Source: an optimization exercise on an open RTL-to-GDS flow (aim: small area and a short achievable clock period). Production flows keep margins and buffers that such runs may drop. Where RTL was checked, it was by simulation tests only, not by an equivalence proof against the original. Power and IR drop assume default switching activity.

==> flow/design.v (excerpt) <==
module my_fir
#(parameter F=10)
(
input logic                clk,
input logic                rst,
input logic signed  [15:0] filter_in,
output logic signed [31:0] filter_out
    );
logic signed [15:0] d [0:15];
logic r0_2540;
logic r0_2541;
logic r0_2542;
logic r0_2543;
logic r0_2544;
logic r0_2545;
logic r0_2546;
logic r0_2547;
logic r0_2548;
logic r0_2549;
logic r0_2550;
logic r0_2551;
logic r0_2552;
logic r0_2553;
logic r0_2554;
logic r0_2555;
logic r0_2556;
logic r0_2557;
logic r0_2558;
logic r0_2559;
logic r0_2560;
logic r0_2561;
logic r0_2562;
logic r0_2563;
logic r0_2564;
logic r0_2565;
logic r0_2566;
logic r0_2567;
logic r0_2568;
logic r0_2569;
logic r0_2570;
logic r0_2571;
logic r0_2572;
logic r0_2573;
logic r0_2574;
logic r0_2575;
logic r0_2576;
logic r0_2577;
logic r0_2578;
logic r0_2579;
logic r0_2580;
logic r0_2581;
logic r0_2582;
logic r0_2583;
logic r0_2584;
logic r0_2585;
logic r0_2586;
logic r0_2587;
logic r0_2588;
logic r0_2589;
logic r0_2590;
logic r0_2591;
logic r0_2592;
logic r0_2593;
logic r0_2594;
logic r0_2595;
logic r0_2596;
logic r0_2597;
logic r0_2598;
logic r0_2599;
logic r0_2600;
logic r0_2601;
logic r0_2602;
logic r0_2603;
logic r0_2604;
logic r0_2605;
logic r0_2606;
logic r0_2607;
logic r0_2608;
logic r0_2609;
logic r0_2610;
logic r0_2611;
logic r0_2612;
logic r0_2613;
logic r0_2614;
logic r0_2615;
logic r0_2616;
logic r0_2617;
logic r0_2618;
logic r0_2619;
logic r0_2620;
logic r0_2621;
logic r0_2622;
logic r0_2623;
logic r0_2624;
logic r0_2625;
logic r0_2626;
logic r0_2627;
logic r0_2628;
logic r0_2629;
logic r0_2630;
logic r0_2631;
logic r0_2632;
logic r0_2633;
logic r0_2634;
logic r0_2635;
logic r0_2636;
logic r0_2637;
logic r0_2638;
logic r0_2639;
logic r0_2640;
logic r0_2641;
logic r0_2642;
logic r0_2643;
logic r0_2644;
logic r0_2645;
logic r0_2646;
logic r0_2647;
logic r0_2648;
logic r0_2649;
logic r0_2650;
logic r0_2651;
logic r0_2652;
logic r0_2653;
logic r0_2654;
logic r0_2655;
  ...
Size in the first run: ~2200 cells after synthesis, ~50 I/O pins, roughly 39000 sq um of cells after synthesis.
==> flow/config.mk <==
export PLATFORM = sky130hd
export DESIGN_NAME = my_fir
export DESIGN_NICKNAME = my_fir
export VERILOG_FILES = /design/flow/design.v
export SDC_FILE = /design/flow/constraint.sdc
export NUM_CORES = 4
export LEC_CHECK = 0
export ABC_CLOCK_PERIOD_IN_PS = 2600
export CAP_MARGIN = 20
export CORE_MARGIN = 2
export CORE_UTILIZATION = 60
export CTS_CLUSTER_DIAMETER = 100
export CTS_CLUSTER_SIZE = 24
export PLACE_DENSITY = 0.75
export SETUP_SLACK_MARGIN = 4.1
export SLEW_MARGIN = 20
export SYNTH_HIERARCHICAL = 1
==> flow/constraint.sdc <==
create_clock -name core_clock -period 6.5 [get_ports {clk}]
set_input_delay 1.3000 -clock core_clock [delete_from_list [all_inputs] [get_ports {clk}]]
set_output_delay 1.3000 -clock core_clock [all_outputs]
set_load 0.01 [all_outputs]
standard.sh (not shown) runs the stock make flow with config.mk's settings and CLKGATE_MAP_FILE= SYNTH_SCRIPT=/design/flow/synth_recipe.tcl, a recipe that flattens the netlist after the stock synthesis.
==> flow/flow/run.sh <==
#!/bin/bash
# Standard layout, but the port buffers inserted before placement are plain
# buffers (buf_2) instead of the resizer's default delay cell; everything
# else is the standard flow (standard.sh).
export BUFFER_PORTS_ARGS="-buffer_cell sky130_fd_sc_hd__buf_2"
bash standard.sh > standard.log 2>&1
status=$?
cp standard.sh my_standard_copy.sh.txt 2>/dev/null
exit $status
Rerun with:
--- a/flow/design.v
+++ b/flow/design.v
@@ -368,22 +368,23 @@
 logic h_4320;
 logic h_4321;
 logic h_4322;
 logic h_4323;
 logic h_4324;
 logic h_4325;
 logic h_4326;
 logic h_4327;
 logic h_4328;
 logic [21:0] q;
 logic qs;    
+logic qs2;   
 always @(posedge clk, posedge rst)
   if (rst) begin
     for (int i = 0; i < 16; i++) d[i] <= '0;
     pr2 <= 17'd0;
     pr3 <= 17'd0;
     pr4 <= 17'd0;
     pr5 <= 17'd0;
     pr6 <= 17'd0;
     pr7 <= 17'd0;
     r0_2540 <= 1'b0;
     r0_2541 <= 1'b0;
@@ -746,25 +747,27 @@
     h_4320 <= 1'b0;
     h_4321 <= 1'b0;
     h_4322 <= 1'b0;
     h_4323 <= 1'b0;
     h_4324 <= 1'b0;
     h_4325 <= 1'b0;
     h_4326 <= 1'b0;
     h_4327 <= 1'b0;
     h_4328 <= 1'b0;
     q <= '0;
     qs <= 1'b0;
+    qs2 <= 1'b0;
   end else begin
     d[0] <= filter_in;
     qs <= sdup_;
+    qs2 <= sdup2_;
     for (int i = 1; i < 16; i++) d[i] <= d[i-1];
     pr2 <= pr2_d;
     pr3 <= pr3_d;
     pr4 <= pr4_d;
     pr5 <= pr5_d;
     pr6 <= pr6_d;
     pr7 <= pr7_d;
     r0_2540 <= g692;
     r0_2541 <= s696;
     r0_2542 <= s712;
     r0_2543 <= c713;
@@ -2650,26 +2653,27 @@
 fa_ us4268 (~r1_3941, r1_3942, r1_3943, s4268, c4269);
 wire s4272, c4273;
 fa_ us4272 (c4261, s4268, c4265, s4272, c4273);
 wire s4276, c4277;
 fa_ us4276 (r1_3944, ~r1_3945, c4269, s4276, c4277);
 wire s4280, c4281;
 fa_ us4280 (~r1_3946, r1_3947, r1_3948, s4280, c4281);
 wire s4284, c4285;
 fa_ us4284 (r1_3949, ~r1_3950, c4281, s4284, c4285);
 wire [8:0] lsum_ = {1'b0, ~s4068, ~s4060, ~r1_3860, ~r1_3858, ~r1_3857, ~r1_3855, ~r1_3854, ~r1_3852} + {1'b0, 1'b0, 1'b0, ~r1_3861, ~r1_3859, 1'b0, ~r1_3856, 1'b0, ~r1_3853};
 wire [21:0] acc_;
-wire pt_, gt_, sdup_;
+wire pt_, gt_, sdup_, sdup2_;
 cpa_ ucpa_ ({lc_, h_4328, h_4326, h_4324, h_4321, h_4319, h_4316, h_4314, h_4311, h_4309, h_4307, h_4304, h_4302, h_4300, h_4298, h_4296, h_4294, h_4290, h_4327, h_4325, h_4323, h_4322, h_4320, h_4318, h_4317, h_4315, h_4313, h_4312, h_4310, h_4308, h_4306, h_4305, h_4303, h_4301, h_4299, h_4297, h_4295, h_4293, h_4292, h_4291, h_4289, h_4288}, acc_, pt_, gt_);
 x2_ usdup_ (pt_, gt_, sdup_);
-assign filter_out = {{5{qs}}, {5{q[21]}}, q};
+x2_ usdup2_ (pt_, gt_, sdup2_);
+assign filter_out = {{4{qs2}}, {3{qs}}, {3{q[21]}}, q};
 endmodule
 module fa_ (input logic a, input logic b, input logic c, output logic s, output logic co);
 assign s = a ^ b ^ c;
 assign co = (a & b) | (a & c) | (b & c);
 endmodule
 module anb_ (input logic a, input logic b, output logic y);
 assign y = ~a & b;
 endmodule
 module ha_ (input logic a, input logic b, output logic s, output logic co);
 assign s = a ^ b;
 assign co = a & b;
Wire length grows by 0.81%.
Clock power came out higher by about 2%.
Total power stays flat.
Cell area barely changes.
Hold slack loses 14 ps.
Fmax came out lower by 0.44%.
Sequential cell count came out higher by 1.
First-iteration DRC count is lower by 5.4%.
Final cell count is about the same.
Sequential power is about the same.
Count of clock-buffer cells in the layout goes up by 4.
Function not checked in the second run of this note: the RTL went through the layout flow alone.

[what the ideal ports hide]
Ports are ideal in the flow. The routed layouts listed here were re-timed in OpenROAD.
Step 1: set_driving_cell puts a clkbuf_16 on clk and a buf_2 on each other input, an assumption about the parent block.
Step 2, shift: input delay + t, output delay - t, t = (earliest + latest rising clock arrival at the registers) / 2. This alone moves slack from input paths to output paths.
Three values: no drivers, after step 1, after step 2; two values: the first two.
run	t, ns	setup slack, ns	hold slack, ns	cell pins on the clock port's net
the first run	0.648	4.035 / 3.978 / 3.697	0.348 / 0.348 / 0.348	1
the second run	0.665	4.024 / 3.963 / 3.722	0.334 / 0.334 / 0.334	1
After both steps every run listed still meets setup and hold. The setup slack of the first run, which loses most, moves by -0.057 ns with the drivers and by -0.338 ns with both steps. The worst setup slack also covers recovery checks on asynchronous resets.
